From an optimization exercise on the open Yosys and OpenROAD flow, aimed at small area and a short achievable clock period; shortcuts taken in it are not production practice.
The RTL was checked by simulation tests, not by an equivalence proof against the original design.
Power is estimated from default activity; no workload was simulated.

==> flow/design.v, too long to show whole: its modules and the start of the top module <==
// module rv_shift: 26 lines
// module rv_aoi222: 3 lines
// module rv_aoi22: 3 lines
// module rv_aoi21: 3 lines
// module rv_oai21: 3 lines
// module rv_oai22: 3 lines
// module rv_nand2: 3 lines
// module rv_nand3: 3 lines
// module rv_nand4: 3 lines
// module rv_nor2: 3 lines
// module rv_nor3: 3 lines
// module rv_or3: 3 lines
// module rv_nor2b: 3 lines
// module rv_nand2b: 3 lines
// module rv_xor2: 3 lines
// module rv_xnor2: 3 lines
// module rv_inv: 3 lines
// module rv_mux2i: 3 lines
// module rv_maj3: 3 lines
// module rv_o21bai: 3 lines
// module rv_a2bb2oi: 3 lines
// module rv_taken: 10 lines
// module rv_ltsel: 10 lines
// module rv_add64: 1523 lines
// module rv_g0: 3 lines
// module rv_cmp64: 709 lines
// module rv_cmpl0: 4 lines
// module rv_pcinc: 6 lines
// module rv_rdport: 54 lines
// module rvcpu: 169 lines
module rvcpu (
  input  wire          clk,
  input  wire          rst,
  input  wire [31 : 0] inst,
  output wire [63 : 0] inst_addr,
  output wire          inst_ena,
  output wire          wb_ena,
  output wire [4 : 0]  wb_addr,
  output wire [63 : 0] wb_data
);
  // ...
==> flow/flow/run.sh <==
#!/bin/bash
# Layout flow: the standard flow (standard.sh: ORFS from synthesis to
# finish, with config.mk's settings) with two changes:
#  - timing repair aims at 5.5 ns of setup slack (SETUP_SLACK_MARGIN);
#  - at the end of global routing, post_grt.tcl recovers area: cells off the
#    critical paths get smaller drive strengths while the worst setup slack is
#    kept (downsize.tcl, with the load limits in caplimits.tcl).
# ORFS writes each step's log under orfs/logs; standard.sh's own output goes
# to standard.log here.
set -euo pipefail
export SETUP_SLACK_MARGIN=5.5
export POST_GLOBAL_ROUTE_TCL="$PWD/flow/post_grt.tcl"
bash standard.sh > standard.log 2>&1
==> flow/flow/caplimits.tcl <==
# max_capacitance (pF) of the output pin of the cells downsize.tcl may use,
# from sky130_fd_sc_hd__tt_025C_1v80.lib
array set ::ds_maxcap {
 a2111o_1 0.1758
 a2111o_2 0.3241
 a2111o_4 0.5356
 a2111oi_0 0.02107
 a2111oi_1 0.03114
 a2111oi_2 0.05677
 a2111oi_4 0.1053
 a211o_1 0.1767
 a211o_2 0.325
 a211o_4 0.5594
 a211oi_1 0.04762
 a211oi_2 0.08882
 a211oi_4 0.1419
 a21bo_1 0.1831
 a21bo_2 0.2884
 a21bo_4 0.4752
 a21boi_0 0.04853
 a21boi_1 0.076
 a21boi_2 0.1291
 a21boi_4 0.2152
 a21o_1 0.1776
 a21o_2 0.3095
 a21o_4 0.5686
 a21oi_1 0.07417
 a21oi_2 0.1282
 a21oi_4 0.2216
 a221o_1 0.1584
 a221o_2 0.2994
 a221o_4 0.5374
 a221oi_1 0.05494
 a221oi_2 0.09614
 a221oi_4 0.1666
 a222oi_1 0.06593
 a22o_1 0.1593
 a22o_2 0.3012
 a22o_4 0.5566
 a22oi_1 0.08882
 a22oi_2 0.1703
 a22oi_4 0.2939
 a2bb2o_1 0.1584
 a2bb2o_2 0.3003
 a2bb2o_4 0.5026
 a2bb2oi_1 0.06959
 a2bb2oi_2 0.13
 a2bb2oi_4 0.2261
 a311o_1 0.1428
 a311o_2 0.2985
 a311o_4 0.4532
 a311oi_1 0.04396
 a311oi_2 0.08424
 a311oi_4 0.1337
 a31o_1 0.1602
 a31o_2 0.2719
 a31o_4 0.499
 a31oi_1 0.06593
 a31oi_2 0.1181
 a31oi_4 0.2115
 a32o_1 0.1511
 a32o_2 0.2646
 a32o_4 0.5365
 a32oi_1 0.08515
 a32oi_2 0.1557
 a32oi_4 0.2518
 a41o_1 0.1657
 a41o_2 0.325
 a41o_4 0.5603
 a41oi_1 0.06593
 a41oi_2 0.1245
 a41oi_4 0.1941
 and2_0 0.109
 and2_1 0.1584
 and2_2 0.303
 and2_4 0.5393
 and2b_1 0.1694
 and2b_2 0.3104
 and2b_4 0.4688
 and3_1 0.1575
 and3_2 0.3095
 and3_4 0.5328
 and3b_1 0.1575
 and3b_2 0.3095
 and3b_4 0.4605
 and4_1 0.1611
 and4_2 0.3003
 and4_4 0.5319
 and4b_1 0.1557
 and4b_2 0.2976
 and4b_4 0.4633
 and4bb_1 0.1566
 and4bb_2 0.2701
 and4bb_4 0.4614
 buf_1 0.13
 buf_12 5
 buf_16 5
 buf_2 0.3159
 buf_4 0.5612
 buf_6 0.7855
 buf_8 5
 bufbuf_16 1.494
 bufbuf_8 0.9412
 bufinv_16 1.51
 bufinv_8 0.9421
 clkdlybuf4s15_1 0.1602
 clkdlybuf4s15_2 0.2802
 clkdlybuf4s18_1 0.1602
 clkdlybuf4s18_2 0.2976
 clkdlybuf4s25_1 0.152
 clkdlybuf4s25_2 0.2985
 clkdlybuf4s50_1 0.1566
 clkdlybuf4s50_2 0.293
 fa_1 0.1557
 fa_2 0.2884
 fa_4 0.5191
 fah_1 0.1611
 fahcin_1 0.07142
 fahcon_1 0.06867
 ha_1 0.1575
 ha_2 0.2957
 ha_4 0.5237
 inv_1 0.1813
 inv_12 1.417
 inv_16 1.682
 inv_2 0.3314
 inv_4 0.5631
 inv_6 0.7828
 inv_8 1.035
 maj3_1 0.1557
 maj3_2 0.3049
 maj3_4 0.5347
 mux2_1 0.173
 mux2_2 0.2976
 mux2_4 0.5365
 mux2_8 0.9311
 mux2i_1 0.06867
 mux2i_2 0.108
 mux2i_4 0.1904
 mux4_1 0.1611
 mux4_2 0.3012
 mux4_4 0.5484
 nand2_1 0.1666
 nand2_2 0.2957
 nand2_4 0.5301
 nand2_8 0.9338
 nand2b_1 0.1502
 nand2b_2 0.2857
 nand2b_4 0.5219
 nand3_1 0.1465
 nand3_2 0.26
 nand3_4 0.4697
 nand3b_1 0.1437
 nand3b_2 0.2637
 nand3b_4 0.4797
 nand4_1 0.1245
 nand4_2 0.2005
 nand4_4 0.358
 nand4b_1 0.1245
 nand4b_2 0.2005
 nand4b_4 0.3644
 nand4bb_1 0.1236
 nand4bb_2 0.2005
 nand4bb_4 0.3562
 nor2_1 0.08607
 nor2_2 0.1419
 nor2_4 0.2518
 nor2_8 0.4331
 nor2b_1 0.08241
 nor2b_2 0.1428
 nor2b_4 0.2545
 nor3_1 0.05219
 nor3_2 0.09248
 nor3_4 0.1538
 nor3b_1 0.04945
 nor3b_2 0.09339
 nor3b_4 0.1465
 nor4_1 0.03663
 nor4_2 0.0641
 nor4_4 0.1126
 nor4b_1 0.03388
 nor4b_2 0.06501
 nor4b_4 0.1135
 nor4bb_1 0.03663
 nor4bb_2 0.06044
 nor4bb_4 0.1117
 o2111a_1 0.1611
 o2111a_2 0.2994
 o2111a_4 0.5512
 o2111ai_1 0.07142
 o2111ai_2 0.1291
 o2111ai_4 0.2152
 o211a_1 0.1831
 o211a_2 0.2683
 o211a_4 0.509
 o211ai_1 0.07417
 o211ai_2 0.1337
 o211ai_4 0.2152
 o21a_1 0.163
 o21a_2 0.2948
 o21a_4 0.51
 o21ai_0 0.05036
 o21ai_1 0.08058
 o21ai_2 0.1392
 o21ai_4 0.2243
 o21ba_1 0.1566
 o21ba_2 0.2646
 o21ba_4 0.4523
 o21bai_1 0.07783
 o21bai_2 0.1401
 o21bai_4 0.2454
 o221a_1 0.1529
 o221a_2 0.2811
 o221a_4 0.488
 o221ai_1 0.07051
 o221ai_2 0.1282
 o221ai_4 0.2161
 o22a_1 0.1621
 o22a_2 0.3049
 o22a_4 0.5301
 o22ai_1 0.07325
 o22ai_2 0.1373
 o22ai_4 0.217
 o2bb2a_1 0.1566
 o2bb2a_2 0.2948
 o2bb2a_4 0.4971
 o2bb2ai_1 0.076
 o2bb2ai_2 0.1346
 o2bb2ai_4 0.2463
 o311a_1 0.1557
 o311a_2 0.2939
 o311a_4 0.5393
 o311ai_0 0.02931
 o311ai_1 0.04579
 o311ai_2 0.08241
 o311ai_4 0.1428
 o31a_1 0.1492
 o31a_2 0.2857
 o31a_4 0.5447
 o31ai_1 0.04762
 o31ai_2 0.08058
 o31ai_4 0.1447
 o32a_1 0.1502
 o32a_2 0.3003
 o32a_4 0.5566
 o32ai_1 0.0467
 o32ai_2 0.08882
 o32ai_4 0.1538
 o41a_1 0.1474
 o41a_2 0.3058
 o41a_4 0.5447
 o41ai_1 0.03388
 o41ai_2 0.06227
 o41ai_4 0.109
 or2_0 0.1007
 or2_1 0.1648
 or2_2 0.2994
 or2_4 0.5145
 or2b_1 0.1694
 or2b_2 0.3122
 or2b_4 0.5155
 or3_1 0.1676
 or3_2 0.3104
 or3_4 0.5319
 or3b_1 0.1676
 or3b_2 0.2692
 or3b_4 0.4697
 or4_1 0.1676
 or4_2 0.3104
 or4_4 0.5347
 or4b_1 0.1676
 or4b_2 0.2655
 or4b_4 0.5338
 or4bb_1 0.1676
 or4bb_2 0.3122
 or4bb_4 0.5328
 sdlclkp_1 0.1547
 sdlclkp_2 0.3012
 sdlclkp_4 0.5328
 sedfxbp_1 0.1685
 sedfxbp_2 0.3012
 sedfxtp_1 0.1712
 sedfxtp_2 0.3159
 sedfxtp_4 0.5603
 xnor2_1 0.06959
 xnor2_2 0.1218
 xnor2_4 0.2115
 xnor3_1 0.1547
 xnor3_2 0.3012
 xnor3_4 0.5548
 xor2_1 0.07691
 xor2_2 0.13
 xor2_4 0.2197
 xor3_1 0.1511
 xor3_2 0.2857
 xor3_4 0.5063
}
==> flow/flow/downsize.tcl <==
proc ds_log {msg} { puts "DOWNSIZE: $msg" }
source [file join [file dirname [info script]] caplimits.tcl]
array set ::ds_fam {}
set ds_dont_use {}
if {[info exists ::env(DONT_USE_CELLS)]} { set ds_dont_use $::env(DONT_USE_CELLS) }
foreach lc [get_lib_cells */*] {
  set n [get_name $lc]
  if {[lsearch -exact $ds_dont_use $n] >= 0} continue
  if {![regexp {^(sky130_fd_sc_hd__[a-z0-9]+)_([0-9]+)$} $n -> fam sz]} continue
  if {[regexp {^sky130_fd_sc_hd__(df|edf|sdf|dl|clk|tap|fill|decap|conb|probe|lpflow|dly|ebuf|einv)} $fam]} continue
  lappend ::ds_fam($fam) [list [get_property $lc area] $n]
}
foreach f [array names ::ds_fam] { set ::ds_fam($f) [lsort -real -index 0 -unique $::ds_fam($f)] }
# the port buffers the flow inserts (clkdlybuf4s*) may become plain buffers
foreach lc [get_lib_cells */sky130_fd_sc_hd__clkdlybuf4s*] {
  if {[regexp {^(sky130_fd_sc_hd__clkdlybuf4s[0-9]+)_([0-9]+)$} [get_name $lc] -> fam sz]} {
    set ::ds_fam($fam) $::ds_fam(sky130_fd_sc_hd__buf)
  }
}
set ::ds_margin 0.3
if {[info exists ::env(DS_MARGIN)]} { set ::ds_margin $::env(DS_MARGIN) }
set ::ds_scene [sta::cmd_scene]
set ::ds_guard 0.15
if {[info exists ::env(DS_GUARD)]} { set ::ds_guard $::env(DS_GUARD) }

proc ds_est {} { estimate_parasitics -global_routing }
proc ds_viol {} { return [expr {[sta::max_slew_violation_count] + [sta::max_capacitance_violation_count]}] }
# does instance name (now of master ref) keep the margin to its limits?
proc ds_ok_limits {name ref} {
  global ds_maxcap ds_margin ds_scene
  set key [string range $ref 17 end]
  if {![info exists ds_maxcap($key)]} { return 0 }
  foreach p [get_pins -of_objects [get_cells $name] -filter "direction == output"] {
    set n [get_nets -quiet -of_objects $p]
    if {$n eq ""} continue
    set cap [expr {[$n capacitance $ds_scene max] * 1e12}]
    if {$cap > (1.0 - $ds_margin) * $ds_maxcap($key)} { return 0 }
    foreach q [get_pins -of_objects $n] {
      set sl [get_property $q slew_max]
      if {$sl ne "" && $sl > (1.0 - $ds_margin) * 1.5} { return 0 }
    }
  }
  return 1
}
# worst setup slack at the outputs of instance name
proc ds_slack {name} {
  set s 1e9
  foreach p [get_pins -of_objects [get_cells $name] -filter "direction == output"] {
    set ps [get_property $p slack_max]
    if {$ps ne "" && $ps < $s} { set s $ps }
  }
  return $s
}
# changes: list of {name old new}
proc ds_apply {changes} { foreach c $changes { replace_cell [lindex $c 0] [lindex $c 2] } }
proc ds_revert {changes} { foreach c $changes { replace_cell [lindex $c 0] [lindex $c 1] } }
proc ds_judge {changes} {
  global ds_floor ds_v0
  ds_apply $changes
  ds_est
  set ok [expr {[worst_slack -max] >= $ds_floor && [ds_viol] <= $ds_v0}]
  if {$ok} {
    foreach c $changes {
      if {![ds_ok_limits [lindex $c 0] [lindex $c 2]] || [ds_slack [lindex $c 0]] < $ds_floor + $::ds_guard} { set ok 0; break }
    }
  }
  if {!$ok} { ds_revert $changes; ds_est }
  return $ok
}
proc ds_try {changes} {
  global ds_accepted ds_tests
  if {[llength $changes] == 0} return
  incr ds_tests
  if {[ds_judge $changes]} { lappend ds_accepted {*}$changes; return }
  if {[llength $changes] == 1} return
  set h [expr {[llength $changes] / 2}]
  ds_try [lrange $changes 0 [expr {$h - 1}]]
  ds_try [lrange $changes $h end]
}

ds_est
set wns0 [worst_slack -max]
set ::ds_floor $wns0
set ::ds_v0 [ds_viol]
ds_log "start wns $wns0 slew/cap violations $::ds_v0"
set t0 [clock milliseconds]
set ::ds_accepted {}
set ::ds_tests 0
# two rounds: first to the smallest size, then to the next smaller size
foreach round {0 1} {
  set cands {}
  foreach c [get_cells *] {
    set ref [get_property $c ref_name]
    if {![regexp {^(sky130_fd_sc_hd__[a-z0-9]+)_([0-9]+)$} $ref -> fam sz]} continue
    if {![info exists ::ds_fam($fam)]} continue
    set a [get_property [get_lib_cells */$ref] area]
    set smaller {}
    foreach o $::ds_fam($fam) { if {[lindex $o 0] < $a} { lappend smaller [lindex $o 1] } }
    if {[llength $smaller] == 0} continue
    set dbi [[ord::get_db_block] findInst [get_full_name $c]]
    if {$dbi eq "NULL"} continue
    set onclk 0
    foreach it [$dbi getITerms] {
      set nt [$it getNet]
      if {$nt ne "NULL" && [$nt getSigType] eq "CLOCK"} { set onclk 1 }
    }
    if {$onclk} continue
    set s 1e9
    foreach p [get_pins -of_objects $c -filter "direction == output"] {
      set ps [get_property $p slack_max]
      if {$ps ne "" && $ps < $s} { set s $ps }
    }
    if {$s < $::ds_floor + $::ds_guard + 0.02} continue
    # sizes whose load limit keeps the margin (the load does not depend on the size)
    set capok {}
    set cap 0.0
    foreach p [get_pins -of_objects $c -filter "direction == output"] {
      set n [get_nets -quiet -of_objects $p]
      if {$n ne ""} { set cap [expr {max($cap, [$n capacitance $::ds_scene max] * 1e12)}] }
    }
    foreach o $smaller {
      set key [string range $o 17 end]
      if {[info exists ::ds_maxcap($key)] && $cap <= (1.0 - $::ds_margin) * $::ds_maxcap($key)} { lappend capok $o }
    }
    if {[llength $capok] == 0} continue
    set new [expr {$round == 0 ? [lindex $capok 0] : [lindex $capok end]}]
    lappend cands [list $s [get_full_name $c] $ref $new]
  }
  set cands [lsort -real -decreasing -index 0 $cands]
  # quick look at each change alone (the parasitics of the nets it touches are
  # then only estimated, so this only sorts out hopeless changes)
  set changes {}
  foreach cd $cands {
    lassign $cd s name ref new
    replace_cell $name $new
    set good [expr {[worst_slack -max] >= $::ds_floor && [ds_viol] <= $::ds_v0 && [ds_ok_limits $name $new] && [ds_slack $name] >= $::ds_floor + $::ds_guard}]
    replace_cell $name $ref
    if {$good} { lappend changes [list $name $ref $new] }
  }
  ds_est
  ds_log "round $round: [llength $changes] candidates"
  set B 256
  for {set i 0} {$i < [llength $changes]} {incr i $B} {
    ds_try [lrange $changes $i [expr {$i + $B - 1}]]
  }
  ds_log "round $round: [llength $::ds_accepted] changes kept after $::ds_tests tests, [expr {([clock milliseconds]-$t0)/1000}] s"
}
set saved 0.0
foreach c $::ds_accepted {
  set saved [expr {$saved + [get_property [get_lib_cells */[lindex $c 1]] area] - [get_property [get_lib_cells */[lindex $c 2]] area]}]
}
ds_est
ds_log "changed [llength $::ds_accepted] cells, saved [format %.1f $saved] um2; wns [worst_slack -max]"
==> flow/flow/post_grt.tcl <==
# after global routing and its timing repair: recover area, reroute the
# changed nets and rewrite the route guides
log_cmd global_route -start_incremental
source [file join [file dirname [info script]] downsize.tcl]
log_cmd global_route -end_incremental
log_cmd estimate_parasitics -global_routing
report_worst_slack -max
report_check_types -max_slew -max_capacitance -violators
write_guides $::env(RESULTS_DIR)/route.guide
==> flow/standard.sh <==
#!/bin/bash
# synth_recipe.tcl (not shown) runs the flow's synth.tcl, then flattens the netlist and writes it again
# the make line also repeats each setting of config.mk as NAME=value (left out here)
make -C /OpenROAD-flow-scripts/flow DESIGN_CONFIG=/design/flow/config.mk WORK_HOME=/design/flow/orfs CLKGATE_MAP_FILE= SYNTH_SCRIPT=/design/flow/synth_recipe.tcl "${@:-finish}"
==> flow/config.mk <==
export PLATFORM = sky130hd
export DESIGN_NAME = rvcpu
export DESIGN_NICKNAME = rvcpu
export VERILOG_FILES = /design/flow/design.v
export SDC_FILE = /design/flow/constraint.sdc
export NUM_CORES = 8
export LEC_CHECK = 0
export CAP_MARGIN = 35
export CORE_MARGIN = 2
export CORE_UTILIZATION = 55
export CTS_CLUSTER_DIAMETER = 80
export CTS_CLUSTER_SIZE = 20
export SLEW_MARGIN = 35
export SYNTH_HIERARCHICAL = 1
==> flow/constraint.sdc <==
create_clock -name core_clock -period 12.0 [get_ports {clk}]
set_input_delay 2.4000 -clock core_clock [delete_from_list [all_inputs] [get_ports {clk}]]
set_output_delay 2.4000 -clock core_clock [all_outputs]
set_load 0.01 [all_outputs]
==> flow_summary.ini, run 1 <==
[run_status]
status = no timing/DRC/antenna violations

[setup_path]
cp-start-kind = primary input
startpoint = inst[23]
critical_path.endpoint = wb_data_q[18]$_DFF_P_
worst_path_max_delay_cell = a22oi_1

[clocking]
post-cts-setup-buffers = 348
clkTransAtPathRegs_ns = 0.08
clk_latency_ns = 0.86
holdBufCountCts = 0
post_cts_resized = 495
clock_tree.root_cell = clkbuf_16
clockBufferDepth = 3

[logic_synthesis]
yosys_warnings = 8
synthesis.area_sq_um = 103100

[global_route]
grt_use_total_pct = 46.08

[die]
num_tap_cells = 2480
io_pins = 169

[min_path]
hold_start = pc[1]$_DFF_P_

[cells_and_area]
post-route-util_pct = 63.22
final_common_cell = edfxtp_1
final_cells = 11020
bufAreaShareNonClock_pct = 5.650
clock_area_share_pct = 3.463
nClkBuffers = 162

[placement]
placed_area_sq_um = 111500

[power_and_ir_drop]
comb_power_mw = 4.80
power.total_mw = 19.83
maxPowerGroup = registers

[drt]
totalWireLength_um = 461000

[timing]
worst_pin_slew_ns = 1.077
hold_violations = 0
setup_ws_ns = 5.131
fin_crit_ns = 6.869
==> module rv_rdport, before the edit <==
module rv_rdport (
  input  wire [4:0]    a,
  input  wire [1983:0] d,      
  input  wire [31:1]   pend,   
  input  wire          wb_ena,
  input  wire [4:0]    wb_addr,
  input  wire [63:0]   wb_data,
  output wire [63:0]   qn
);
  wire [4:0]  an;
  wire [7:0]  hn;
  wire [31:0] s, s2;
  wire [31:1] npend = ~pend;
  wire [4:0]  x;
  wire        sb, sb2, sbh, sbl;
  genvar k, i, j;
  generate
    for (k = 0; k < 5; k = k + 1) begin : lit
      rv_inv   ui (.a(a[k]), .y(an[k]));
      rv_xnor2 ux (.a(a[k]), .b(wb_addr[k]), .y(x[k]));
    end
    for (k = 0; k < 8; k = k + 1) begin : hi
      rv_nand3 u (.a(k[2] ? a[4] : an[4]), .b(k[1] ? a[3] : an[3]), .c(k[0] ? a[2] : an[2]), .y(hn[k]));
    end
    assign s[0] = 1'b0;
    assign s2[0] = 1'b0;
    for (k = 1; k < 32; k = k + 1) begin : dec
      wire ln;
      rv_nand3 ul (.a(k[1] ? a[1] : an[1]), .b(k[0] ? a[0] : an[0]), .c(npend[k]), .y(ln));
      rv_nor2  us (.a(hn[k >> 2]), .b(ln), .y(s[k]));
      rv_nor2  us2 (.a(hn[k >> 2]), .b(ln), .y(s2[k]));
    end
    rv_nand3 ubh (.a(x[4]), .b(x[3]), .c(x[2]), .y(sbh));
    rv_nand3 ubl (.a(x[1]), .b(x[0]), .c(wb_ena), .y(sbl));
    rv_nor2  ubs (.a(sbh), .b(sbl), .y(sb));
    rv_nor2  ubs2 (.a(sbh), .b(sbl), .y(sb2));
    for (i = 0; i < 64; i = i + 1) begin : bt
      wire [10:0] y;
      wire [31:0] ss = (i < 32) ? s : s2;
      wire        sbb = (i < 32) ? sb : sb2;
      for (j = 0; j < 10; j = j + 1) begin : grp
        rv_aoi222 u (.a1(ss[3*j+1]), .a2(d[(3*j)*64 + i]),
                     .b1(ss[3*j+2]), .b2(d[(3*j+1)*64 + i]),
                     .c1(ss[3*j+3]), .c2(d[(3*j+2)*64 + i]), .y(y[j]));
      end
      rv_aoi22 u31 (.a1(ss[31]), .a2(d[30*64 + i]), .b1(sbb), .b2(wb_data[i]), .y(y[10]));
      wire h0, h1, h2;
      rv_nand4 n0 (.a(y[0]), .b(y[1]), .c(y[2]), .d(y[3]), .y(h0));
      rv_nand4 n1 (.a(y[4]), .b(y[5]), .c(y[6]), .d(y[7]), .y(h1));
      rv_nand3 n2 (.a(y[8]), .b(y[9]), .c(y[10]), .y(h2));
      rv_nor3 o (.a(h0), .b(h1), .c(h2), .y(qn[i]));
    end
  endgenerate
endmodule
==> module rvcpu, before the edit <==
module rvcpu (
  input  wire          clk,
  input  wire          rst,
  input  wire [31 : 0] inst,
  output wire [63 : 0] inst_addr,
  output wire          inst_ena,
  output wire          wb_ena,
  output wire [4 : 0]  wb_addr,
  output wire [63 : 0] wb_data
);
  wire [1:0] o65 = inst[6:5];
  wire [2:0] o42 = inst[4:2];
  wire [2:0] f3  = inst[14:12];
  wire [4:0] rd  = inst[11:7];
  wire [4:0] rs1 = inst[19:15];
  wire [4:0] rs2 = inst[24:20];
  wire       b30 = inst[30];
  wire       b31 = inst[31];
  wire o65_00 = (o65 == 2'b00);
  wire o65_01 = (o65 == 2'b01);
  wire o65_11 = (o65 == 2'b11);
  wire c_opimm   = o65_00 & (o42 == 3'b100);
  wire c_opimm32 = o65_00 & (o42 == 3'b110);
  wire c_op      = o65_01 & (o42 == 3'b100);
  wire c_op32    = o65_01 & (o42 == 3'b110);
  wire c_auipc   = o65_00 & (o42 == 3'b101);
  wire c_lui     = o65_01 & (o42 == 3'b101);
  wire c_store   = o65_01 & (o42 == 3'b000);
  wire c_branch  = o65_11 & (o42 == 3'b000);
  wire c_jal     = o65_11 & (o42 == 3'b011);
  wire c_jalr    = o65_11 & (o42 == 3'b001) & (f3 == 3'b000);
  wire wr_en = o65_00 | (o42 == 3'b100) | (o42 == 3'b110) | c_store | c_branch
             | c_jal | c_jalr | c_lui;
  wire en  = ~rst;
  wire c_r   = c_op | c_op32;                
  wire c_i   = c_opimm | c_opimm32;
  wire use_rs2 = c_r;                        
  wire f_addsub = (f3 == 3'b000);
  wire f_sll    = (f3 == 3'b001);
  wire f_slt    = (f3 == 3'b010);
  wire f_sltu   = (f3 == 3'b011);
  wire f_xor    = (f3 == 3'b100);
  wire f_srx    = (f3 == 3'b101);
  wire f_or     = (f3 == 3'b110);
  wire f_and    = (f3 == 3'b111);
  wire is_sll  = (c_i & f_sll & ~b30) | (c_r & f_sll & ~b31);
  wire is_srx  = (c_i | c_r) & f_srx;
  wire is_sra  = (c_i & f_srx & b30) | (c_r & f_srx & b31);
  wire is_slt  = ((c_opimm | c_op) & (f_slt | f_sltu)) | c_branch;
  wire is_xor  = (c_opimm | c_op) & f_xor;
  wire is_or   = (c_opimm | c_op) & f_or;
  wire is_and  = (c_opimm | c_op) & f_and;
  wire is_pc   = c_auipc | c_lui | c_jal | c_jalr | c_branch;
  wire is_sub  = (c_r & f_addsub & b31) | (is_slt & ~c_branch);
  wire is_add  = ~(is_sll | is_srx | is_slt | is_xor | is_or | is_and);
  wire is_unsigned = c_opimm & f_sltu;
  wire [63:0] imm_i  = {{52{inst[31]}}, inst[31:20]};
  wire [63:0] imm_iz = {52'b0, inst[31:20]};
  wire [63:0] imm_s  = {{52{inst[31]}}, inst[31:25], inst[11:7]};
  wire [63:0] imm_u  = {{32{inst[31]}}, inst[31:12], 12'b0};
  wire [63:0] imm_j  = {{44{inst[31]}}, inst[20], inst[19:12], inst[30:21], 1'b0};
  wire [63:0] imm_b  = {{51{inst[31] & ~f3[1]}}, inst[31], inst[7], inst[30:25], inst[11:8], 1'b0};
  wire [63:0] alu_imm = c_store            ? imm_s  :
                        (c_opimm & f_sltu) ? imm_iz :
                        c_jal              ? imm_j  :
                        c_lui              ? imm_u  :
                        c_auipc            ? 64'd0  :
                        c_branch           ? imm_b  : imm_i;
  wire [63:0] immx = alu_imm ^ {64{is_sub}};
  reg  [63:0] pc;
  wire [63:0] result;
  reg          wb_ena_q;
  reg [4:0]    wb_addr_q;
  reg [63:0]   wb_data_q;
  reg  [31:1]  pend;
  wire [63:0]  wdat = wb_data_q & {64{~rst}};
  wire [1983:0] rf;
  genvar gi;
  generate
    for (gi = 1; gi < 32; gi = gi + 1) begin : gr
      reg [63:0] r;
      always @(posedge clk)
        pend[gi] <= ~rst & wr_en & (rd == gi);
      always @(posedge clk)
        if (rst | pend[gi])
          r <= wdat;
      assign rf[(gi-1)*64 +: 64] = r;
    end
  endgenerate
  wire [63:0] rs1_n, rs2_n;
  rv_rdport rd1 (.a(rs1), .d(rf), .pend(pend), .wb_ena(wb_ena_q), .wb_addr(wb_addr_q),
                 .wb_data(wb_data_q), .qn(rs1_n));
  rv_rdport rd2 (.a(rs2), .d(rf), .pend(pend), .wb_ena(wb_ena_q), .wb_addr(wb_addr_q),
                 .wb_data(wb_data_q), .qn(rs2_n));
  wire [63:0] A, B;
  wire [63:0] pc_u  = pc & {64{is_pc}};
  wire [63:0] immxn = ~immx;
  genvar oi;
  generate
    for (oi = 0; oi < 64; oi = oi + 1) begin : opnd
      wire r2xn;
      rv_o21bai ma (.a1(is_pc), .a2(rs1_n[oi]), .b1n(pc_u[oi]), .y(A[oi]));
      rv_xor2   xb (.a(rs2_n[oi]), .b(is_sub), .y(r2xn));
      rv_mux2i  mb (.a0(immxn[oi]), .a1(r2xn), .s(use_rs2), .y(B[oi]));
    end
  endgenerate
  wire [63:0] sum, p, gn;
  wire        c63n, allp_unused;
  rv_add64 add (.a(A), .b(B), .cin(is_sub), .sum(sum), .p(p), .gn(gn),
                .c63n(c63n), .allp(allp_unused));
  wire beq_q = en & c_branch & (f3 == 3'b000);
  wire bne_q = en & c_branch & (f3 == 3'b001);
  wire blt_q = en & c_branch & f3[2] & ~f3[0];
  wire eq, less_br, tk, tk_n;
  rv_cmp64 cmp (.r1n(rs1_n), .r2n(rs2_n), .u(f3[2] & f3[1]), .eq(eq), .less(less_br));
  rv_taken tkm (.eq(eq), .less(less_br), .beq(beq_q), .bne(bne_q), .blt(blt_q),
                .jr(en & c_jalr), .tk(tk), .tkn(tk_n));
  wire [5:0]  shamt = use_rs2 ? ~rs2_n[5:0] : inst[25:20];
  wire [63:0] shr;
  rv_shift sh (.dn(rs1_n), .sa(shamt), .left(is_sll), .fill(is_sra & ~rs1_n[63]), .q(shr));
  wire s_add = en & is_add;
  wire s_srx = en & is_srx;
  wire s_sll = en & is_sll;
  wire s_xo  = en & (is_xor | is_or);
  wire s_oan = ~(en & (is_or | is_and));
  wire s_slt = en & is_slt;
  wire lt_n;
  rv_ltsel ltn (.s_br(s_slt & c_branch), .less_br(less_br), .s_alu(s_slt & ~c_branch),
                .p63(p[63]), .a63u(A[63] ^ is_unsigned), .c63n(c63n), .lt_n(lt_n));
  genvar ri;
  generate
    for (ri = 0; ri < 64; ri = ri + 1) begin : res
      wire xa, ys, ye;
      rv_nand2   ua (.a(s_add), .b(sum[ri]), .y(xa));
      rv_aoi22   us (.a1(s_srx), .a2(shr[ri]), .b1(s_sll), .b2(shr[63 - ri]), .y(ys));
      rv_a2bb2oi ue (.a1n(s_oan), .a2n(gn[ri]), .b1(s_xo), .b2(p[ri]), .y(ye));
      if (ri == 0) begin : b0
        rv_nand4 uo (.a(xa), .b(ys), .c(ye), .d(lt_n), .y(result[ri]));
      end else begin : bn
        rv_nand3 uo (.a(xa), .b(ys), .c(ye), .y(result[ri]));
      end
    end
  endgenerate
  wire [63:0] pc_inc;
  rv_pcinc pci (.pc(pc), .inc(pc_inc));
  wire [63:0] pc_y = (c_jal ? imm_j : pc_inc) & {64{en}};
  wire [63:0] pc_next;
  genvar pi;
  generate
    for (pi = 0; pi < 64; pi = pi + 1) begin : pcm
      wire xs, xy;
      rv_nand2 m1 (.a(tk), .b(sum[pi]), .y(xs));
      rv_nand2 m2 (.a(tk_n), .b(pc_y[pi]), .y(xy));
      rv_nand2 m3 (.a(xs), .b(xy), .y(pc_next[pi]));
    end
  endgenerate
  always @(posedge clk)
    pc <= pc_next;
  always @(posedge clk) begin
    wb_ena_q  <= ~rst & wr_en & (rd != 5'd0);
    wb_addr_q <= rd;
    wb_data_q <= result;
  end
  assign inst_addr = pc;
  assign inst_ena  = ~rst;
  assign wb_ena    = wb_ena_q;
  assign wb_addr   = wb_addr_q;
  assign wb_data   = wb_data_q;
endmodule
==> run 2: changes to the inputs <==
--- a/flow/design.v
+++ b/flow/design.v
@@ -2079,271 +2079,17 @@
   rv_inv   ui8 (.a(T4_2), .y(iv8));
   rv_aoi21 g5_1 (.a1(T4_3), .a2(iv7), .b1(G4_3), .y(G5_1));
   rv_nand2 t5_1 (.a(T4_3), .b(iv8), .y(T5_1));
   rv_inv   ui9 (.a(G5_0), .y(iv9));
   rv_oai21 g6_0 (.a1(T5_1), .a2(iv9), .b1(G5_1), .y(G6_0));
   wire c63 = G6_0;
   wire s1 = ~r1n[63], s2 = ~r2n[63];
   assign less = (s1 ^ s2) ? (u ? s2 : s1) : ~c63;
-  wire ex0;
-  wire ex1;
-  wire ex2;
-  wire ex3;
-  wire ex4;
-  wire ex5;
-  wire ex6;
-  wire ex7;
-  wire ex8;
-  wire ex9;
-  wire ex10;
-  wire ex11;
-  wire ex12;
-  wire ex13;
-  wire ex14;
-  wire ex15;
-  wire ex16;
-  wire ex17;
-  wire ex18;
-  wire ex19;
-  wire ex20;
-  wire ex21;
-  wire ex22;
-  wire ex23;
-  wire ex24;
-  wire ex25;
-  wire ex26;
-  wire ex27;
-  wire ex28;
-  wire ex29;
-  wire ex30;
-  wire ex31;
-  wire ex32;
-  wire ex33;
-  wire ex34;
-  wire ex35;
-  wire ex36;
-  wire ex37;
-  wire ex38;
-  wire ex39;
-  wire ex40;
-  wire ex41;
-  wire ex42;
-  wire ex43;
-  wire ex44;
-  wire ex45;
-  wire ex46;
-  wire ex47;
-  wire ex48;
-  wire ex49;
-  wire ex50;
-  wire ex51;
-  wire ex52;
-  wire ex53;
-  wire ex54;
-  wire ex55;
-  wire ex56;
-  wire ex57;
-  wire ex58;
-  wire ex59;
-  wire ex60;
-  wire ex61;
-  wire ex62;
-  wire ex63;
-  wire eq1_0;
-  wire eq1_1;
-  wire eq1_2;
-  wire eq1_3;
-  wire eq1_4;
-  wire eq1_5;
-  wire eq1_6;
-  wire eq1_7;
-  wire eq1_8;
-  wire eq1_9;
-  wire eq1_10;
-  wire eq1_11;
-  wire eq1_12;
-  wire eq1_13;
-  wire eq1_14;
-  wire eq1_15;
-  wire eq1_16;
-  wire eq1_17;
-  wire eq1_18;
-  wire eq1_19;
-  wire eq1_20;
-  wire eq1_21;
-  wire eq1_22;
-  wire eq1_23;
-  wire eq1_24;
-  wire eq1_25;
-  wire eq1_26;
-  wire eq1_27;
-  wire eq1_28;
-  wire eq1_29;
-  wire eq1_30;
-  wire eq1_31;
-  wire eq2_0;
-  wire eq2_1;
-  wire eq2_2;
-  wire eq2_3;
-  wire eq2_4;
-  wire eq2_5;
-  wire eq2_6;
-  wire eq2_7;
-  wire eq2_8;
-  wire eq2_9;
-  wire eq2_10;
-  wire eq2_11;
-  wire eq2_12;
-  wire eq2_13;
-  wire eq2_14;
-  wire eq2_15;
-  wire eq3_0;
-  wire eq3_1;
-  wire eq3_2;
-  wire eq3_3;
-  wire eq3_4;
-  wire eq3_5;
-  wire eq3_6;
-  wire eq3_7;
-  wire eq4_0;
-  wire eq4_1;
-  wire eq4_2;
-  wire eq4_3;
-  wire eq5_0;
-  wire eq5_1;
-  wire eq6_0;
-  rv_xnor2 ex0_u (.a(r1n[0]), .b(r2n[0]), .y(ex0));
-  rv_xnor2 ex1_u (.a(r1n[1]), .b(r2n[1]), .y(ex1));
-  rv_xnor2 ex2_u (.a(r1n[2]), .b(r2n[2]), .y(ex2));
-  rv_xnor2 ex3_u (.a(r1n[3]), .b(r2n[3]), .y(ex3));
-  rv_xnor2 ex4_u (.a(r1n[4]), .b(r2n[4]), .y(ex4));
-  rv_xnor2 ex5_u (.a(r1n[5]), .b(r2n[5]), .y(ex5));
-  rv_xnor2 ex6_u (.a(r1n[6]), .b(r2n[6]), .y(ex6));
-  rv_xnor2 ex7_u (.a(r1n[7]), .b(r2n[7]), .y(ex7));
-  rv_xnor2 ex8_u (.a(r1n[8]), .b(r2n[8]), .y(ex8));
-  rv_xnor2 ex9_u (.a(r1n[9]), .b(r2n[9]), .y(ex9));
-  rv_xnor2 ex10_u (.a(r1n[10]), .b(r2n[10]), .y(ex10));
-  rv_xnor2 ex11_u (.a(r1n[11]), .b(r2n[11]), .y(ex11));
-  rv_xnor2 ex12_u (.a(r1n[12]), .b(r2n[12]), .y(ex12));
-  rv_xnor2 ex13_u (.a(r1n[13]), .b(r2n[13]), .y(ex13));
-  rv_xnor2 ex14_u (.a(r1n[14]), .b(r2n[14]), .y(ex14));
-  rv_xnor2 ex15_u (.a(r1n[15]), .b(r2n[15]), .y(ex15));
-  rv_xnor2 ex16_u (.a(r1n[16]), .b(r2n[16]), .y(ex16));
-  rv_xnor2 ex17_u (.a(r1n[17]), .b(r2n[17]), .y(ex17));
-  rv_xnor2 ex18_u (.a(r1n[18]), .b(r2n[18]), .y(ex18));
-  rv_xnor2 ex19_u (.a(r1n[19]), .b(r2n[19]), .y(ex19));
-  rv_xnor2 ex20_u (.a(r1n[20]), .b(r2n[20]), .y(ex20));
-  rv_xnor2 ex21_u (.a(r1n[21]), .b(r2n[21]), .y(ex21));
-  rv_xnor2 ex22_u (.a(r1n[22]), .b(r2n[22]), .y(ex22));
-  rv_xnor2 ex23_u (.a(r1n[23]), .b(r2n[23]), .y(ex23));
-  rv_xnor2 ex24_u (.a(r1n[24]), .b(r2n[24]), .y(ex24));
-  rv_xnor2 ex25_u (.a(r1n[25]), .b(r2n[25]), .y(ex25));
-  rv_xnor2 ex26_u (.a(r1n[26]), .b(r2n[26]), .y(ex26));
-  rv_xnor2 ex27_u (.a(r1n[27]), .b(r2n[27]), .y(ex27));
-  rv_xnor2 ex28_u (.a(r1n[28]), .b(r2n[28]), .y(ex28));
-  rv_xnor2 ex29_u (.a(r1n[29]), .b(r2n[29]), .y(ex29));
-  rv_xnor2 ex30_u (.a(r1n[30]), .b(r2n[30]), .y(ex30));
-  rv_xnor2 ex31_u (.a(r1n[31]), .b(r2n[31]), .y(ex31));
-  rv_xnor2 ex32_u (.a(r1n[32]), .b(r2n[32]), .y(ex32));
-  rv_xnor2 ex33_u (.a(r1n[33]), .b(r2n[33]), .y(ex33));
-  rv_xnor2 ex34_u (.a(r1n[34]), .b(r2n[34]), .y(ex34));
-  rv_xnor2 ex35_u (.a(r1n[35]), .b(r2n[35]), .y(ex35));
-  rv_xnor2 ex36_u (.a(r1n[36]), .b(r2n[36]), .y(ex36));
-  rv_xnor2 ex37_u (.a(r1n[37]), .b(r2n[37]), .y(ex37));
-  rv_xnor2 ex38_u (.a(r1n[38]), .b(r2n[38]), .y(ex38));
-  rv_xnor2 ex39_u (.a(r1n[39]), .b(r2n[39]), .y(ex39));
-  rv_xnor2 ex40_u (.a(r1n[40]), .b(r2n[40]), .y(ex40));
-  rv_xnor2 ex41_u (.a(r1n[41]), .b(r2n[41]), .y(ex41));
-  rv_xnor2 ex42_u (.a(r1n[42]), .b(r2n[42]), .y(ex42));
-  rv_xnor2 ex43_u (.a(r1n[43]), .b(r2n[43]), .y(ex43));
-  rv_xnor2 ex44_u (.a(r1n[44]), .b(r2n[44]), .y(ex44));
-  rv_xnor2 ex45_u (.a(r1n[45]), .b(r2n[45]), .y(ex45));
-  rv_xnor2 ex46_u (.a(r1n[46]), .b(r2n[46]), .y(ex46));
-  rv_xnor2 ex47_u (.a(r1n[47]), .b(r2n[47]), .y(ex47));
-  rv_xnor2 ex48_u (.a(r1n[48]), .b(r2n[48]), .y(ex48));
-  rv_xnor2 ex49_u (.a(r1n[49]), .b(r2n[49]), .y(ex49));
-  rv_xnor2 ex50_u (.a(r1n[50]), .b(r2n[50]), .y(ex50));
-  rv_xnor2 ex51_u (.a(r1n[51]), .b(r2n[51]), .y(ex51));
-  rv_xnor2 ex52_u (.a(r1n[52]), .b(r2n[52]), .y(ex52));
-  rv_xnor2 ex53_u (.a(r1n[53]), .b(r2n[53]), .y(ex53));
-  rv_xnor2 ex54_u (.a(r1n[54]), .b(r2n[54]), .y(ex54));
-  rv_xnor2 ex55_u (.a(r1n[55]), .b(r2n[55]), .y(ex55));
-  rv_xnor2 ex56_u (.a(r1n[56]), .b(r2n[56]), .y(ex56));
-  rv_xnor2 ex57_u (.a(r1n[57]), .b(r2n[57]), .y(ex57));
-  rv_xnor2 ex58_u (.a(r1n[58]), .b(r2n[58]), .y(ex58));
-  rv_xnor2 ex59_u (.a(r1n[59]), .b(r2n[59]), .y(ex59));
-  rv_xnor2 ex60_u (.a(r1n[60]), .b(r2n[60]), .y(ex60));
-  rv_xnor2 ex61_u (.a(r1n[61]), .b(r2n[61]), .y(ex61));
-  rv_xnor2 ex62_u (.a(r1n[62]), .b(r2n[62]), .y(ex62));
-  rv_xnor2 ex63_u (.a(r1n[63]), .b(r2n[63]), .y(ex63));
-  rv_nand2 eq1_0_u (.a(ex0), .b(ex1), .y(eq1_0));
-  rv_nand2 eq1_1_u (.a(ex2), .b(ex3), .y(eq1_1));
-  rv_nand2 eq1_2_u (.a(ex4), .b(ex5), .y(eq1_2));
-  rv_nand2 eq1_3_u (.a(ex6), .b(ex7), .y(eq1_3));
-  rv_nand2 eq1_4_u (.a(ex8), .b(ex9), .y(eq1_4));
-  rv_nand2 eq1_5_u (.a(ex10), .b(ex11), .y(eq1_5));
-  rv_nand2 eq1_6_u (.a(ex12), .b(ex13), .y(eq1_6));
-  rv_nand2 eq1_7_u (.a(ex14), .b(ex15), .y(eq1_7));
-  rv_nand2 eq1_8_u (.a(ex16), .b(ex17), .y(eq1_8));
-  rv_nand2 eq1_9_u (.a(ex18), .b(ex19), .y(eq1_9));
-  rv_nand2 eq1_10_u (.a(ex20), .b(ex21), .y(eq1_10));
-  rv_nand2 eq1_11_u (.a(ex22), .b(ex23), .y(eq1_11));
-  rv_nand2 eq1_12_u (.a(ex24), .b(ex25), .y(eq1_12));
-  rv_nand2 eq1_13_u (.a(ex26), .b(ex27), .y(eq1_13));
-  rv_nand2 eq1_14_u (.a(ex28), .b(ex29), .y(eq1_14));
-  rv_nand2 eq1_15_u (.a(ex30), .b(ex31), .y(eq1_15));
-  rv_nand2 eq1_16_u (.a(ex32), .b(ex33), .y(eq1_16));
-  rv_nand2 eq1_17_u (.a(ex34), .b(ex35), .y(eq1_17));
-  rv_nand2 eq1_18_u (.a(ex36), .b(ex37), .y(eq1_18));
-  rv_nand2 eq1_19_u (.a(ex38), .b(ex39), .y(eq1_19));
-  rv_nand2 eq1_20_u (.a(ex40), .b(ex41), .y(eq1_20));
-  rv_nand2 eq1_21_u (.a(ex42), .b(ex43), .y(eq1_21));
-  rv_nand2 eq1_22_u (.a(ex44), .b(ex45), .y(eq1_22));
-  rv_nand2 eq1_23_u (.a(ex46), .b(ex47), .y(eq1_23));
-  rv_nand2 eq1_24_u (.a(ex48), .b(ex49), .y(eq1_24));
-  rv_nand2 eq1_25_u (.a(ex50), .b(ex51), .y(eq1_25));
-  rv_nand2 eq1_26_u (.a(ex52), .b(ex53), .y(eq1_26));
-  rv_nand2 eq1_27_u (.a(ex54), .b(ex55), .y(eq1_27));
-  rv_nand2 eq1_28_u (.a(ex56), .b(ex57), .y(eq1_28));
-  rv_nand2 eq1_29_u (.a(ex58), .b(ex59), .y(eq1_29));
-  rv_nand2 eq1_30_u (.a(ex60), .b(ex61), .y(eq1_30));
-  rv_nand2 eq1_31_u (.a(ex62), .b(ex63), .y(eq1_31));
-  rv_nor2  eq2_0_u (.a(eq1_0), .b(eq1_1), .y(eq2_0));
-  rv_nor2  eq2_1_u (.a(eq1_2), .b(eq1_3), .y(eq2_1));
-  rv_nor2  eq2_2_u (.a(eq1_4), .b(eq1_5), .y(eq2_2));
-  rv_nor2  eq2_3_u (.a(eq1_6), .b(eq1_7), .y(eq2_3));
-  rv_nor2  eq2_4_u (.a(eq1_8), .b(eq1_9), .y(eq2_4));
-  rv_nor2  eq2_5_u (.a(eq1_10), .b(eq1_11), .y(eq2_5));
-  rv_nor2  eq2_6_u (.a(eq1_12), .b(eq1_13), .y(eq2_6));
-  rv_nor2  eq2_7_u (.a(eq1_14), .b(eq1_15), .y(eq2_7));
-  rv_nor2  eq2_8_u (.a(eq1_16), .b(eq1_17), .y(eq2_8));
-  rv_nor2  eq2_9_u (.a(eq1_18), .b(eq1_19), .y(eq2_9));
-  rv_nor2  eq2_10_u (.a(eq1_20), .b(eq1_21), .y(eq2_10));
-  rv_nor2  eq2_11_u (.a(eq1_22), .b(eq1_23), .y(eq2_11));
-  rv_nor2  eq2_12_u (.a(eq1_24), .b(eq1_25), .y(eq2_12));
-  rv_nor2  eq2_13_u (.a(eq1_26), .b(eq1_27), .y(eq2_13));
-  rv_nor2  eq2_14_u (.a(eq1_28), .b(eq1_29), .y(eq2_14));
-  rv_nor2  eq2_15_u (.a(eq1_30), .b(eq1_31), .y(eq2_15));
-  rv_nand2 eq3_0_u (.a(eq2_0), .b(eq2_1), .y(eq3_0));
-  rv_nand2 eq3_1_u (.a(eq2_2), .b(eq2_3), .y(eq3_1));
-  rv_nand2 eq3_2_u (.a(eq2_4), .b(eq2_5), .y(eq3_2));
-  rv_nand2 eq3_3_u (.a(eq2_6), .b(eq2_7), .y(eq3_3));
-  rv_nand2 eq3_4_u (.a(eq2_8), .b(eq2_9), .y(eq3_4));
-  rv_nand2 eq3_5_u (.a(eq2_10), .b(eq2_11), .y(eq3_5));
-  rv_nand2 eq3_6_u (.a(eq2_12), .b(eq2_13), .y(eq3_6));
-  rv_nand2 eq3_7_u (.a(eq2_14), .b(eq2_15), .y(eq3_7));
-  rv_nor2  eq4_0_u (.a(eq3_0), .b(eq3_1), .y(eq4_0));
-  rv_nor2  eq4_1_u (.a(eq3_2), .b(eq3_3), .y(eq4_1));
-  rv_nor2  eq4_2_u (.a(eq3_4), .b(eq3_5), .y(eq4_2));
-  rv_nor2  eq4_3_u (.a(eq3_6), .b(eq3_7), .y(eq4_3));
-  rv_nand2 eq5_0_u (.a(eq4_0), .b(eq4_1), .y(eq5_0));
-  rv_nand2 eq5_1_u (.a(eq4_2), .b(eq4_3), .y(eq5_1));
-  rv_nor2  eq6_0_u (.a(eq5_0), .b(eq5_1), .y(eq6_0));
-  assign eq = eq6_0;
+  assign eq = &(r1n ~^ r2n);
 endmodule
 module rv_cmpl0 (input wire r1n, r2n, output wire gn, tn);
   assign gn = ~(~r1n & r2n);
   assign tn = ~(~r1n | r2n);
 endmodule
 module rv_pcinc (
   input  wire [63:0] pc,
   output wire [63:0] inc
@@ -2354,53 +2100,32 @@
   input  wire [4:0]    a,
   input  wire [1983:0] d,      
   input  wire [31:1]   pend,   
   input  wire          wb_ena,
   input  wire [4:0]    wb_addr,
   input  wire [63:0]   wb_data,
   output wire [63:0]   qn
 );
-  wire [4:0]  an;
-  wire [7:0]  hn;
-  wire [31:0] s, s2;
-  wire [31:1] npend = ~pend;
-  wire [4:0]  x;
-  wire        sb, sb2, sbh, sbl;
+  wire [31:0] s;
+  wire        sb = wb_ena & (a == wb_addr);
   genvar k, i, j;
   generate
-    for (k = 0; k < 5; k = k + 1) begin : lit
-      rv_inv   ui (.a(a[k]), .y(an[k]));
-      rv_xnor2 ux (.a(a[k]), .b(wb_addr[k]), .y(x[k]));
-    end
-    for (k = 0; k < 8; k = k + 1) begin : hi
-      rv_nand3 u (.a(k[2] ? a[4] : an[4]), .b(k[1] ? a[3] : an[3]), .c(k[0] ? a[2] : an[2]), .y(hn[k]));
-    end
     assign s[0] = 1'b0;
-    assign s2[0] = 1'b0;
     for (k = 1; k < 32; k = k + 1) begin : dec
-      wire ln;
-      rv_nand3 ul (.a(k[1] ? a[1] : an[1]), .b(k[0] ? a[0] : an[0]), .c(npend[k]), .y(ln));
-      rv_nor2  us (.a(hn[k >> 2]), .b(ln), .y(s[k]));
-      rv_nor2  us2 (.a(hn[k >> 2]), .b(ln), .y(s2[k]));
+      assign s[k] = (a == k) & ~pend[k];
     end
-    rv_nand3 ubh (.a(x[4]), .b(x[3]), .c(x[2]), .y(sbh));
-    rv_nand3 ubl (.a(x[1]), .b(x[0]), .c(wb_ena), .y(sbl));
-    rv_nor2  ubs (.a(sbh), .b(sbl), .y(sb));
-    rv_nor2  ubs2 (.a(sbh), .b(sbl), .y(sb2));
     for (i = 0; i < 64; i = i + 1) begin : bt
       wire [10:0] y;
-      wire [31:0] ss = (i < 32) ? s : s2;
-      wire        sbb = (i < 32) ? sb : sb2;
       for (j = 0; j < 10; j = j + 1) begin : grp
-        rv_aoi222 u (.a1(ss[3*j+1]), .a2(d[(3*j)*64 + i]),
-                     .b1(ss[3*j+2]), .b2(d[(3*j+1)*64 + i]),
-                     .c1(ss[3*j+3]), .c2(d[(3*j+2)*64 + i]), .y(y[j]));
+        rv_aoi222 u (.a1(s[3*j+1]), .a2(d[(3*j)*64 + i]),
+                     .b1(s[3*j+2]), .b2(d[(3*j+1)*64 + i]),
+                     .c1(s[3*j+3]), .c2(d[(3*j+2)*64 + i]), .y(y[j]));
       end
-      rv_aoi22 u31 (.a1(ss[31]), .a2(d[30*64 + i]), .b1(sbb), .b2(wb_data[i]), .y(y[10]));
+      rv_aoi22 u31 (.a1(s[31]), .a2(d[30*64 + i]), .b1(sb), .b2(wb_data[i]), .y(y[10]));
       wire h0, h1, h2;
       rv_nand4 n0 (.a(y[0]), .b(y[1]), .c(y[2]), .d(y[3]), .y(h0));
       rv_nand4 n1 (.a(y[4]), .b(y[5]), .c(y[6]), .d(y[7]), .y(h1));
       rv_nand3 n2 (.a(y[8]), .b(y[9]), .c(y[10]), .y(h2));
       rv_nor3 o (.a(h0), .b(h1), .c(h2), .y(qn[i]));
     end
   endgenerate
 endmodule
@@ -2474,25 +2199,24 @@
                         c_auipc            ? 64'd0  :
                         c_branch           ? imm_b  : imm_i;
   wire [63:0] immx = alu_imm ^ {64{is_sub}};
   reg  [63:0] pc;
   wire [63:0] result;
   reg          wb_ena_q;
   reg [4:0]    wb_addr_q;
   reg [63:0]   wb_data_q;
-  reg  [31:1]  pend;
+  wire [31:1]  pend;
   wire [63:0]  wdat = wb_data_q & {64{~rst}};
   wire [1983:0] rf;
   genvar gi;
   generate
     for (gi = 1; gi < 32; gi = gi + 1) begin : gr
       reg [63:0] r;
-      always @(posedge clk)
-        pend[gi] <= ~rst & wr_en & (rd == gi);
+      assign pend[gi] = wb_ena_q & (wb_addr_q == gi);
       always @(posedge clk)
         if (rst | pend[gi])
           r <= wdat;
       assign rf[(gi-1)*64 +: 64] = r;
     end
   endgenerate
   wire [63:0] rs1_n, rs2_n;
   rv_rdport rd1 (.a(rs1), .d(rf), .pend(pend), .wb_ena(wb_ena_q), .wb_addr(wb_addr_q),
==> flow/run.sh (new file) <==
#!/bin/bash
# synth_recipe.tcl (not shown) runs the flow's synth.tcl, then flattens the netlist and writes it again
# the make line also repeats each setting of config.mk as NAME=value (left out here)
make -C /OpenROAD-flow-scripts/flow DESIGN_CONFIG=/design/flow/config.mk WORK_HOME=/design/flow/orfs CLKGATE_MAP_FILE= SYNTH_SCRIPT=/design/flow/synth_recipe.tcl finish
==> flow/config.mk (replaced) <==
export PLATFORM = sky130hd
export DESIGN_NAME = rvcpu
export DESIGN_NICKNAME = rvcpu
export VERILOG_FILES = /design/flow/design.v
export SDC_FILE = /design/flow/constraint.sdc
export NUM_CORES = 8
export LEC_CHECK = 0
export CAP_MARGIN = 35
export CORE_MARGIN = 2
export CORE_UTILIZATION = 55
export SETUP_SLACK_MARGIN = 5
export SLEW_MARGIN = 35
export SYNTH_HIERARCHICAL = 1
removed: flow/flow/run.sh
removed: flow/flow/caplimits.tcl
removed: flow/flow/downsize.tcl
removed: flow/flow/post_grt.tcl
removed: flow/standard.sh
==> flow_summary.ini, run 2 <==
[drt]
totalWireLength_um = 528700
num_vias = 91650
postRouteAntennaNets = 0
first_pass_iters = 15
vias_per_cell = 8.360
drc = 0
avgRoutedWirePerCell_um = 48.23
drt_iter0_markers = 22300

[clocking]
cts_tree = built
clock_tree.root_cell = clkbuf_16
clkTransAtPathRegs_ns = 0.06
cts_htree_levels = 4
clockBufferDepth = 3
clk_latency_ns = 0.92
cts_buffers = 209
cts.sinks = 2118

[power_and_ir_drop]
power_density_nw_per_um2 = 179.9
p_leak_nw = 43.27
vdd_drop_max_mv = 0.1931

[timing]
fmax_mhz = 133.6
setup_tns_ns = 0
max_slew_margin_pct = 25.86
fin_crit_ns = 7.485
worst_pin_slew_ns = 1.109
hold_violations = 0
finalCritPeriodShare_pct = 62.38
fin_skew_ns = 0.06582
setup_violations = 0
rsz0062_at_grt = true
slew_violations = 0

[die]
die_w_um = 434.6
io_pins = 169
start_util_pct = 55.18
die_h_um = 434.6
core-area_sq_um = 184800
core.rowCount = 158
die-area_sq_um = 188900

[logic_synthesis]
yosys_warnings = 8
synth_cells = 7181
synthesis.area_sq_um = 102000
syn-num-nets = 7216
synth_area_per_cell_sq_um = 14.20

[setup_path]
cp.arrival_ns = 8.29
path_class = primary input to flop
worst_path_most_repeated_cell = buf_4
worst_path_max_delay_cell = nor4_4
path_max_fanout = 16
path_cells = buf_2 -> nand2b_1 -> nor3_4 -> buf_4 -> buf_4 -> a222oi_1 -> nand4_1 -> nor3_2 -> buf_6 -> xor2_1 -> nor4_4 -> nand4_1 -> nor4_2 -> buf_4 -> mux2i_4 -> buf_12 -> and2_4 -> buf_12 -> nand2_1 -> nand2_1
cp-start-kind = primary input
cp-end-kind = flop
critPathRequiredTime_ns = 12.81
critPathMaxStageDelay_ns = 0.83

[placement]
port_buffers = 166
placed_area_sq_um = 112100
hpwl_um = 318000
gp_congestion = 1.070

[global_route]
antenna_found_initial = 53
grt_use_total_pct = 53.56
grt_pass1_vias = 84590
grt_max_degree = 76
grt.overflow.total = 0
grt_pass1_wl_um = 687900

[cells_and_area]
final_cell_mix = edfxtp_1 (1984), a222oi_1 (1280), buf_4 (542), nand2_1 (500), mux2i_1 (494)
largest_register_ffs = 1984
drive_gt1_share_pct = 24.91
final_area_sq_um = 124900
final_common_cell = edfxtp_1
top_regs = gr.r x1984, pc x64, wb_data_q x64
syn_to_final_growth_pct = 22.44
post-route-util_pct = 67.56
regMostFlops = gr.r
fin_nets = 8288

[run_status]
status = no timing/DRC/antenna violations

[min_path]
min_path_type = flop to flop

[job]
maxCapViolations = 0
==> run 2: cell type report <==
| type | instances | area (sq um) |
|---|---|---|
| repair buffers | 930 | 9731 |
| multi-input cells | 4956 | 42460 |
| fillers | 13220 | 59970 |
| clock inverters | 144 | 1600 |
| flip-flops and latches | 2118 | 62260 |
| well taps | 2480 | 3103 |
| inverters | 38 | 156.4 |
| diodes | 55 | 137.6 |
| clock buffers | 241 | 5423 |
==> run 2: worst max-delay path, delay by kind of cell <==
family                    cells  cell delay [ns]
buffers and inverters         7             1.95
muxes                         1             0.28
xor gates and xnor gates      1             0.14
and+or+nand+nor              10             3.05
AOI/OAI and AO/OA             1             0.36
==> run 2: stage by stage <==
stage,power [mW],worst slack [ns],hold WS [ns],instances
finish,22.47,4.515,0.6236,10960
global route,22.75,4.648,0.6580,10910
detailed placement,14.67,2.163,0.6013,10210
CTS,21.67,4.967,0.6176,10770
floorplan,12.36,0.04123,0.6913,7181
global placement,14.55,2.132,0.6074,10200
==> run 2: worst paths after layout <==
kind | start | to | slack, ns | cells past startpoint
hold / removal | pc[1]$_DFF_P_ | pc[1]$_DFF_P_ | 0.62 | 4
setup reg to reg | wb_ena_q$_DFF_P_ | pc[24]$_DFF_P_ | 4.71 | 23
hold reg to reg | pc[1]$_DFF_P_ | pc[1]$_DFF_P_ | 0.62 | 4
setup / recovery | inst[18] | pc[24]$_DFF_P_ | 4.51 | 20
==> run 2: power breakdown <==
part / total [mW] / switching (mW) / internal [mW]
Sequential: 10.2 / 0.786 / 9.40
Clock: 6.84 / 2.97 / 3.87
Combinational: 5.44 / 3.74 / 1.70
Total: 22.5 / 7.50 / 15.0
==> run 2: per-layer routing <==
layer  vias up  wire (um)  track usage (%)  share of wire (%)
met5         -       1549            4.585               0.29
met1     44480     156700            58.18                 30
li1      34080          -                -                  -
met2     10000     215900            75.31                 41
met3      3044      95920            30.51                 18
met4        44      58570            44.02                 11
==> run 2: what timing repair did <==
item                                    in CTS  in global routing
pin swaps                                  105                127
resized for setup                          236                214
gates cloned                                11                 11
buffers inserted                           163                119
hold buffers                                 0                  0
endpoints found under the setup margin     128                123

## separate check: timing with driven ports
No port has a modelled driver above. Below, the same layouts with a new extraction and two added sets of constraints.
Step 1: set_driving_cell puts a clkbuf_16 on clk and a buf_2 on each other input, an assumption about the parent block.
Step 2 also shifts input and output timing later by t, the mid clock arrival at the registers, as if the neighbouring blocks saw the same clock.
Three values: ideal ports, drivers, drivers and shift; two values: the first two.
run | t (ns) | setup slack, ns | hold WS [ns] | clock arrival spread, ns | slew at the worst register clock pin (ns)
run 1 | 0.931 | 5.131 / 5.175 / 4.244 | 0.659 / 0.659 / 0.659 | 0.052 / 0.051 | 0.09 / 0.09
run 2 | 0.972 | 4.515 / 4.561 / 3.589 | 0.624 / 0.624 / 0.624 | 0.065 / 0.066 | 0.08 / 0.08
After both steps setup and hold are still met in every run listed. For run 2, which loses most, drivers alone change the setup slack by +0.046 ns; drivers and shift together by -0.926 ns.
